From an optimization exercise on the open Yosys and OpenROAD flow, aimed at a short achievable clock period and few clock cycles; shortcuts taken in it are not production practice.
The RTL was checked by simulation tests, not by an equivalence proof against the original design.
No activity file was given, so power comes from the tool's default toggle rates.

==> design.v <==
module ALU(
	input[31:0] SrcA,
	input[31:0] SrcB,
	input[3:0] ALUOp,
	output reg[31:0] ALUResult,
	output reg[3:0] ALUFlags
	);
	always @ (*)
	begin
		ALUFlags = 4'b0000;
		if(SrcA == SrcB)
			ALUFlags[2] = 1'b1;
		case(ALUOp)
			4'b0010:
			begin
				ALUResult = SrcA - SrcB;
			end
			4'b0100:
			begin
				ALUResult = SrcA + SrcB;
			end
			4'b1010:
			begin
				ALUResult = SrcA - SrcB;
			end
			4'b1101:
			begin
				ALUResult = SrcB;
			end
			default:
			begin
				ALUResult = 32'h00000000;
			end
		endcase
	end
endmodule
module Extend(  
	input[23:0] in,
	input[1:0] ImmSrc,
	output reg[31:0] ExtImm
	);
	integer i;
	always @ (*)
	begin
		case(ImmSrc  )
		  2'b00:
		begin
			ExtImm[7:0] = in[7:0];
			for(i=8; i<32; i=i+1)
				ExtImm[i] = in[7];
		end
		  2'b01:
		begin
			ExtImm[11:0] = in[11:0];
			for(i=12; i<32; i=i+1)
				ExtImm[i] = 'b0;
		end
		  2'b10:
		begin
			ExtImm[1:0] = 2'b00;
			ExtImm[25:2] = in[23:0];
			for(i=26; i<32; i=i+1)
				ExtImm[i] = in[23];
		end
		default:
			ExtImm = 'h00000000;
		endcase
	end
endmodule
module RegisterFile(
	input clk, 
	input reset, 
	input we,
	input[1:0] RegSrc,
	input[3:0] addr1,
	input[3:0] addr2,
	input[3:0] addr3,
	input[3:0] waddr,
	input[31:0] wdata,
	input[31:0] pcin,
	output reg[31:0] data1,
	output reg[31:0] data2,
	output reg[31:0] data3,
	output[31:0] pcout
	);
	reg[31:0] registers[15:0];
	integer idx;
	assign pcout = registers[15];
	always @ (posedge clk)
	begin
		if (reset)
		begin
			for(idx=0; idx<=15; idx=idx+1) begin
				registers[idx] <= 'h00000000;
			end
		end
		else  
		begin
			if(  we)
			begin
				if(RegSrc[0] != 1'b1)
					registers[waddr] <= wdata;
				else
					registers[14] <= registers[15] + 'd4;
			end
			if(  waddr != 4'b1111 || RegSrc[0] == 1'b1 || we == 1'b0)
				registers[15] <= pcin;
		end
	end
	always @ (*)
	begin
		begin
			if(  addr1 == 15)
			begin
				data1 = registers[15] + 32'd8;
			end
			else
			begin
				data1 = registers[addr1];
			end
			if(  addr2 == 15)
			begin
				data2 = registers[15] + 32'd8;
			end
			else
			begin
				if (  RegSrc[1] == 1'b0)
					data2 = registers[addr2];
				else
					data2 = registers[waddr];
			end
			if(  addr3 == 15)
			begin
				data3 = registers[15] + 32'd8;
			end
			else
			begin
				data3 = registers[addr3];
			end
		end
	end
endmodule
module Decoder (
	input[1:0] op,
	input[5:0] funct,
	output reg MemtoReg,
	output reg ALUSrc,
	output reg[1:0] ImmSrc,
	output reg[1:0] RegSrc,
	output reg[3:0] ALUOp,
	output reg Svalue
	);
	always @(*)
	begin
		case (op)
			2'b00:
			begin
				MemtoReg = 1'b0;
				ALUOp = funct[4:1];
				Svalue = funct[0];
				if(funct[5] == 1'b1)
				begin
					ALUSrc = 1'b1;
					ImmSrc = 2'b00;  
					RegSrc = 2'b00;
				end
				else
				begin
					ALUSrc = 1'b0;
					ImmSrc = 2'b00;
					RegSrc = 2'b00;
				end
			end
			2'b01:
			begin
				MemtoReg = 1'b1;
				ALUOp = (funct[3] == 1'b1) ? 4'b0100 : 4'b0010;
				Svalue = 1'b0;
				if(funct[5] == 1'b0)
				begin
					ALUSrc = 1'b1;
					ImmSrc = 2'b01;
					RegSrc = 2'b00;
				end
				else 
				begin
					ALUSrc = 1'b0;
					ImmSrc = 2'b01;
					RegSrc = 2'b00;				
				end
			end
			2'b10:
			begin
				MemtoReg = 1'b0;
				ALUOp = 4'b0100;
				Svalue = 1'b0;
				ALUSrc = 1'b1;
				ImmSrc = 2'b10;
				RegSrc = 2'b01;
			end
			default:
			begin
				MemtoReg = 1'b0;
				ALUOp = 4'b0000;
				Svalue = 1'b0;
				ALUSrc = 1'b0;
				ImmSrc = 2'b00;
				RegSrc = 2'b00;
			end
		endcase
	end
endmodule
module ConditionalLogic (
	input clk,
	input reset,
	input[1:0] op,
	input[5:0] funct,
	input[3:0] cond,
	input[3:0] ALUFlags,
	output reg PCSrc,
	output reg RegWrite,
	output reg MemWrite
	);
	reg condEx;
	reg Zero;
	always @(posedge clk)
	begin
		if (reset)
			Zero <= 1'b0;
		else if (op == 2'b00 && funct[4:1] == 4'b1010 && condEx == 1'b1)
			Zero <= ALUFlags[2];
	end
	always @(*)
	begin
		case(cond)
			4'b0000: condEx = (Zero == 1'b1) ? 1'b1 : 1'b0;
			4'b0001: condEx = (Zero == 1'b0) ? 1'b1 : 1'b0;
			default: condEx = 1'b1;
		endcase
	end
	always @(*)
	begin
		case(op)
			2'b00: 
			begin
				PCSrc = 1'b0;
				MemWrite = 1'b0;
				if(condEx == 1'b1)
					RegWrite = (funct[4:1] == 4'b0010 || funct[4:1] == 4'b0100 || funct[4:1] == 4'b1101) ? 1'b1 : 1'b0;
				else
					RegWrite = 1'b0;
			end
			2'b01:
			begin
				PCSrc = 1'b0;
				if(condEx == 1'b1)
				begin
					MemWrite = ~funct[0];
					RegWrite = funct[0];
				end
				else
				begin
					MemWrite = 1'b0;
					RegWrite = 1'b0;
				end
			end
			2'b10:
			begin
				MemWrite = 1'b0;
				if(condEx == 1'b1)
				begin
					PCSrc = 1'b1;
					RegWrite = (funct[4] == 1'b1) ? 1'b1 : 1'b0;
				end
				else
				begin
					PCSrc = 1'b0;
					RegWrite = 1'b0;
				end
			end
			default:
			begin
				PCSrc = 1'b0;
				MemWrite = 1'b0;
				RegWrite = 1'b0;
			end
		endcase
	end
endmodule
module ControlUnit(
	input clk,
	input reset,
	input[3:0] ALUFlags,
	input[3:0] cond,
	input[1:0] op,
	input[5:0] funct,
	output[3:0] ALUOp,
	output[1:0] ImmSrc,
	output[1:0] RegSrc,
	output PCSrc,
	output RegWrite,
	output MemWrite,
	output MemtoReg,
	output ALUSrc,
	output Svalue
	);
	Decoder _decoder(
		.op			(op),
		.funct		(funct),
		.MemtoReg	(MemtoReg),
		.ALUSrc		(ALUSrc),
		.ImmSrc		(ImmSrc),
		.RegSrc		(RegSrc),
		.ALUOp 		(ALUOp),
		.Svalue		(Svalue));
	ConditionalLogic _conditional(
		.clk		(clk),
		.reset		(reset),
		.op			(op),
		.funct		(funct),
		.cond		(cond),
		.ALUFlags	(ALUFlags),
		.PCSrc		(PCSrc),
		.RegWrite	(RegWrite),
		.MemWrite	(MemWrite));
endmodule
module ARMProcessor(
	input clk,
	input reset,
	output[31:0] pc,
	input[31:0] inst,
	input nIRQ,
	output[3:0] be,
	output[31:0] memaddr,
	output memwrite,
	output memread,
	output[31:0] writedata,
	input[31:0] readdata
	);
	assign pc = pctmp;
	assign be = 4'b1111;  
	wire[3:0] ReadAddr1, ReadAddr2, WriteAddr;
	wire[31:0] ReadData1, ReadData2, ReadData3;
	wire[31:0] Result, ExtImm, SrcB, ALUResult, PCPlus4, PCBranch, pctmp;
	wire[3:0] ALUOp, ALUFlags;
	wire[1:0] RegSrc, ImmSrc;
	wire PCSrc, RegWrite, MemWrite, MemtoReg, ALUSrc, Svalue;
	wire[31:0] NextPC;
	assign ReadAddr1 = inst[19:16];
	assign ReadAddr2 = inst[3:0];
	assign WriteAddr = inst[15:12];
	assign memaddr = ALUResult;
	assign memwrite = MemWrite;
	assign memread = 'b1;
	assign writedata = ReadData3;
	assign SrcB = (ALUSrc == 1'b0) ? ReadData2 : ExtImm;
	assign Result = (MemtoReg == 1'b0) ? ALUResult : readdata;
	assign PCPlus4 = pctmp + 32'd4;
	assign PCBranch = pctmp + ExtImm + 32'd8;
	assign NextPC = (PCSrc == 1'b0) ? PCPlus4 : PCBranch;
	ControlUnit _ControlUnit(
			.clk(clk),
			.reset(reset),
			.ALUFlags(ALUFlags), 
			.cond(inst[31:28]), 
			.op(inst[27:26]), 
			.funct(inst[25:20]), 
			.ALUOp(ALUOp), 
			.ImmSrc(ImmSrc), 
			.RegSrc(RegSrc),  
			.PCSrc(PCSrc), 
			.RegWrite(RegWrite), 
			.MemWrite(MemWrite), 
			.MemtoReg(MemtoReg), 
			.ALUSrc(ALUSrc), 
			.Svalue(Svalue)
	);
	RegisterFile _RegisterFile( 
			.clk(clk), 
			.reset(reset), 
			.we(RegWrite), 
			.RegSrc(RegSrc), 
			.addr1(ReadAddr1), 
			.addr2(ReadAddr2), 
			.addr3(WriteAddr),
			.waddr(WriteAddr), 
			.wdata(Result), 
			.pcin(NextPC), 
			.data1(ReadData1), 
			.data2(ReadData2), 
			.data3(ReadData3), 
			.pcout(pctmp)
	);
	Extend _Extend( 
		.in(inst[23:0]), 
		.ImmSrc(ImmSrc), 
		.ExtImm(ExtImm) 
	);
	ALU _ALU( 
		.SrcA(ReadData1), 
		.SrcB(SrcB), 
		.ALUOp(ALUOp), 
		.ALUFlags(ALUFlags), 
		.ALUResult(ALUResult) 
	); 
endmodule
==> run.sh <==
#!/bin/bash
# synth_recipe.tcl (not shown) runs the flow's synth.tcl, then flattens the netlist and writes it again
# the make line also repeats each setting of config.mk as NAME=value (left out here)
make -C /OpenROAD-flow-scripts/flow DESIGN_CONFIG=/design/flow/config.mk WORK_HOME=/design/flow/orfs CLKGATE_MAP_FILE= SYNTH_SCRIPT=/design/flow/synth_recipe.tcl finish
==> config.mk <==
export PLATFORM = sky130hd
export DESIGN_NAME = ARMProcessor
export DESIGN_NICKNAME = ARMProcessor
export VERILOG_FILES = /design/flow/design.v
export SDC_FILE = /design/flow/constraint.sdc
export NUM_CORES = 4
export LEC_CHECK = 0
export CAP_MARGIN = 20
export CORE_MARGIN = 2
export CORE_UTILIZATION = 40
export SETUP_SLACK_MARGIN = 2.5
export SLEW_MARGIN = 20
==> constraint.sdc <==
create_clock -name core_clock -period 9.0 [get_ports {clk}]
set_input_delay 1.8000 -clock core_clock [delete_from_list [all_inputs] [get_ports {clk}]]
set_output_delay 1.8000 -clock core_clock [all_outputs]
set_load 0.01 [all_outputs]
==> results.ini <==
[status]
status=no timing/DRC/antenna violations

[final_layout]
regArea_sq_mm=0.01539
diodes=0
fillCellCount=8287
areaGrowthSynthToFinish_pct=27.63
drive_above_1_share=0.3664
multi_input_area_sq_mm=0.02432
final_nets=4078

[synth]
ys_ff_latch=513
synth.distinct_cells=108
synth_area_sq_mm=0.03928
synthTopCellsByArea=edfxtp_1 39%, mux4_2 20%, nor2_1 4.8%, ha_1 4.2%, mux2i_1 2.6%
ys_top_cells_by_count=512 x edfxtp_1, 503 x nor2_1, 352 x mux4_2, 234 x nand2_1, 179 x clkbuf_1
seq_area_frac_synth=0.3920
post-synth-top-area-fraction=0.3915
synth_edf_count=512
async_flop_share=0
yosys_warnings=5
ys.flop_type=edfxtp_1
synth_cells=3455
syn_area_per_cell_sq_um=11.37
synth.most_common_cell=edfxtp_1
synth_top_cell_by_area=edfxtp_1

[critical_path]
r2r_end=_RegisterFile.registers[8][23]
crit_path_end=memaddr[28]
critPathLaunchType=primary input
rrSetupSlack_ns=1.58
rr_worst_depth=38
cp-end-kind=output port
cp_max_fo=10
crit_path_start=inst[0]
worstPathRequired_ns=7.20
r2r-start=_RegisterFile.registers[15][4]
path_class=primary input to output port
cp.arrival_ns=6.12

[clocking]
worstSkewPairLatency_ns=0.66
clkTransAtPathRegs_ns=0.08
root_buffer=clkbuf_16
clockBufferDepth=3
clock_sinks=513
htree_levels=2
cts_inserted_buffers=52
cts_tree=done

[global_routing]
gr-usage-met2=0.5173
grt_first_pass_wirelength_um=233800
grt_max_degree=65
use_met1=0.3978
overflow=0
gr-usage-met3=0.09691
antenna_found_initial=3
top_usage_layer=met2
grtUsageTotal=0.3232
grt_pass1_vias=33460

[detailed_routing]
first_pass_iters=6
vias=34410
drc_errors=0
first_iter_violations=4916
antenna_left=0
wl_per_cell_um=32.10
vias_per_cell=6.627
wl_um=166700

[sta]
max_slew_margin=0.2206
hold_ws_ns=0.5342
tns_ns=0
finClkSkew_ns=0.03386
fmax_mhz=126.2
max_slew.worst_pin.slew_ns=1.146
setup_viol=0
period_minus_slack_ns=7.922
rsz0062_at_grt=yes
finalMaxSlewViolations=0
hold_viol=0
finalCritPeriodShare=0.8803

[die]
die_area_sq_mm=0.1007
io_pins=169
fp.dieH_um=317.4
dieWidth_um=317.4
start_util=0.4049
fp-row-count=114
core_area_sq_mm=0.09699

[flow_run]
drv_cap=0

[power_and_ir_drop]
p_leak_nw=18.48
peakVddDrop_mv=0.1467
power_density_mw_per_mm2=175.7

[place]
hpwl_um=105500
io_buffers=162
gp_congestion=0.9521

[min_path]
hold_class=register to register

-- per-layer routing --
layer	share of wire	vias up
li1	-	14220
met1	0.36	17060
met2	0.46	2573
met3	0.13	562
met4	0.059	0
met5	0	-
-- worst min-delay path by stage --
stage	start	to	slack, ns	cells past startpoint
5_1_grt	_ControlUnit._conditional.Zero	_ControlUnit._conditional.Zero	0.57	2
4_1_cts	_ControlUnit._conditional.Zero	_ControlUnit._conditional.Zero	0.53	2
3_5_place_dp	_ControlUnit._conditional.Zero	_ControlUnit._conditional.Zero	0.52	2
3_3_place_gp	_ControlUnit._conditional.Zero	_ControlUnit._conditional.Zero	0.51	2
2_1_floorplan	_ControlUnit._conditional.Zero	_ControlUnit._conditional.Zero	0.45	2
6_report	_ControlUnit._conditional.Zero	_ControlUnit._conditional.Zero	0.53	2
-- critical path, stage by stage --
cell and delay (ns):
clkbuf_16 0.16, mux4_2 0.51, mux4_2 0.50, o21ai_2 0.14
nor2_1 0.09, a21oi_2 0.23, ha_4 0.30, a21o_2 0.29
a311o_1 0.38, a21oi_4 0.18, a211oi_2 0.10, buf_4 0.20
or2_4 0.26, o41ai_4 0.28, xnor2_2 0.17, o22ai_2 0.12
a21o_1 0.18, clkdlybuf4s15_2 0.22
-- cell type report --
type	count	share of cell area
Clock buffer	57	0.02676
Clock inverter	38	0.009909
Inverter	88	0.006814
Multi-Input combinational cell	2572	0.4852
Sequential cell	513	0.3071
Tap cell	1276	0.03185
Timing Repair Buffer	649	0.1323
-- registers in the layout, indices dropped and copies added (netlist names) --
register                        cells
_ControlUnit._conditional.Zero      1
_RegisterFile.registers           512
-- report_power, final --
part / total (mW) / internal (mW) / switching [mW]
registers: 2.84 / 2.73 / 0.107
clock network: 2.43 / 1.40 / 1.04
logic: 3.53 / 1.55 / 1.98
-- through the flow --
| stage | instance area (sq um) | std cells | power (mW) | util | setup WS, ns |
|---|---|---|---|---|---|
| detailed placement | 43820 | 4876 | 5.679 | 0.4518 | 0.1453 |
| floorplan | 40230 | 3489 | 4.621 | - | 1.624 |
| global route | 50130 | 5193 | 9.047 | 0.5168 | 0.9604 |
| CTS | 48620 | 5122 | 8.435 | 0.5012 | 1.081 |
| finish | 50130 | 5193 | 8.808 | 0.5168 | 1.078 |
| global placement | 43820 | 4876 | 5.671 | 0.4518 | 0.05981 |
-- kinds of logic after synthesis --
group | share of synthesized area
adders and majority gates | 0.04358
xor gates and xnor gates | 0.02185
DFF | 0.3920
and+or+nand+nor | 0.1204
AOI/OAI and AO/OA | 0.1330
buffers and inverters | 0.04562
muxes | 0.2435
other | 0.00009548
-- what timing repair did --
item / CTS / global route
endpoints found under the setup margin: 174 / 94
hold buffers: 0 / 0
resized for setup: 447 / 168
setup buffers: 131 / 67
pin swaps: 114 / 94
gates cloned: 20 / 4
-- cells in the final DEF, fill, tap and decap left out, types with 32 or more instances in the layout --
| master | Yosys | final |
|---|---|---|
| conb_1 | 1 | 35 |
| o22ai_1 | 61 | 48 |
| a21oi_1 | 135 | 101 |
| buf_12 | 0 | 37 |
| ha_1 | 132 | 97 |
| nand2_2 | 0 | 32 |
| buf_4 | 35 | 339 |
| nand3_1 | 46 | 38 |
| clkbuf_16 | 0 | 61 |
| clkdlybuf4s50_1 | 0 | 116 |
| mux2_2 | 37 | 32 |
| inv_1 | 81 | 68 |
| nand2_1 | 234 | 201 |
| nor3_1 | 64 | 61 |
| o211ai_1 | 55 | 55 |
| o21ai_0 | 165 | 125 |
| xor2_1 | 40 | 39 |
| mux4_2 | 352 | 352 |
| mux2i_1 | 102 | 93 |
| nor2_1 | 503 | 489 |
| edfxtp_1 | 512 | 512 |
| buf_6 | 7 | 84 |
| xnor2_1 | 58 | 51 |
| nor2_2 | 31 | 43 |
Testbench counts, summed over its fixed seeds: cycles 35,358.

==> separate check: timing with driven ports <==
No port has a modelled driver above. Below, the same layout with a new extraction and two added sets of constraints.
Step 1 (the two cells are an assumption about what drives the block):
set clk [get_ports {clk}]
set_driving_cell -lib_cell sky130_fd_sc_hd__clkbuf_16 $clk
set_driving_cell -lib_cell sky130_fd_sc_hd__buf_2 [delete_from_list [all_inputs] $clk]
Step 2 times the ports against the registers' clock, not the clock port: input delays grow and output delays shrink by t, the midpoint of the rising clock arrivals with the driver on.
a / b / c = ideal ports / drivers / drivers and shift; a / b = the first two.
t (ns): 0.704
slack for setup (ns): 1.078 / 0.776 / 0.346
worst register clock-pin slew, ns: 0.08 / 0.08
After both steps this run still meets setup and hold. For this run, drivers alone change the setup slack by -0.302 ns; drivers and shift together by -0.732 ns.
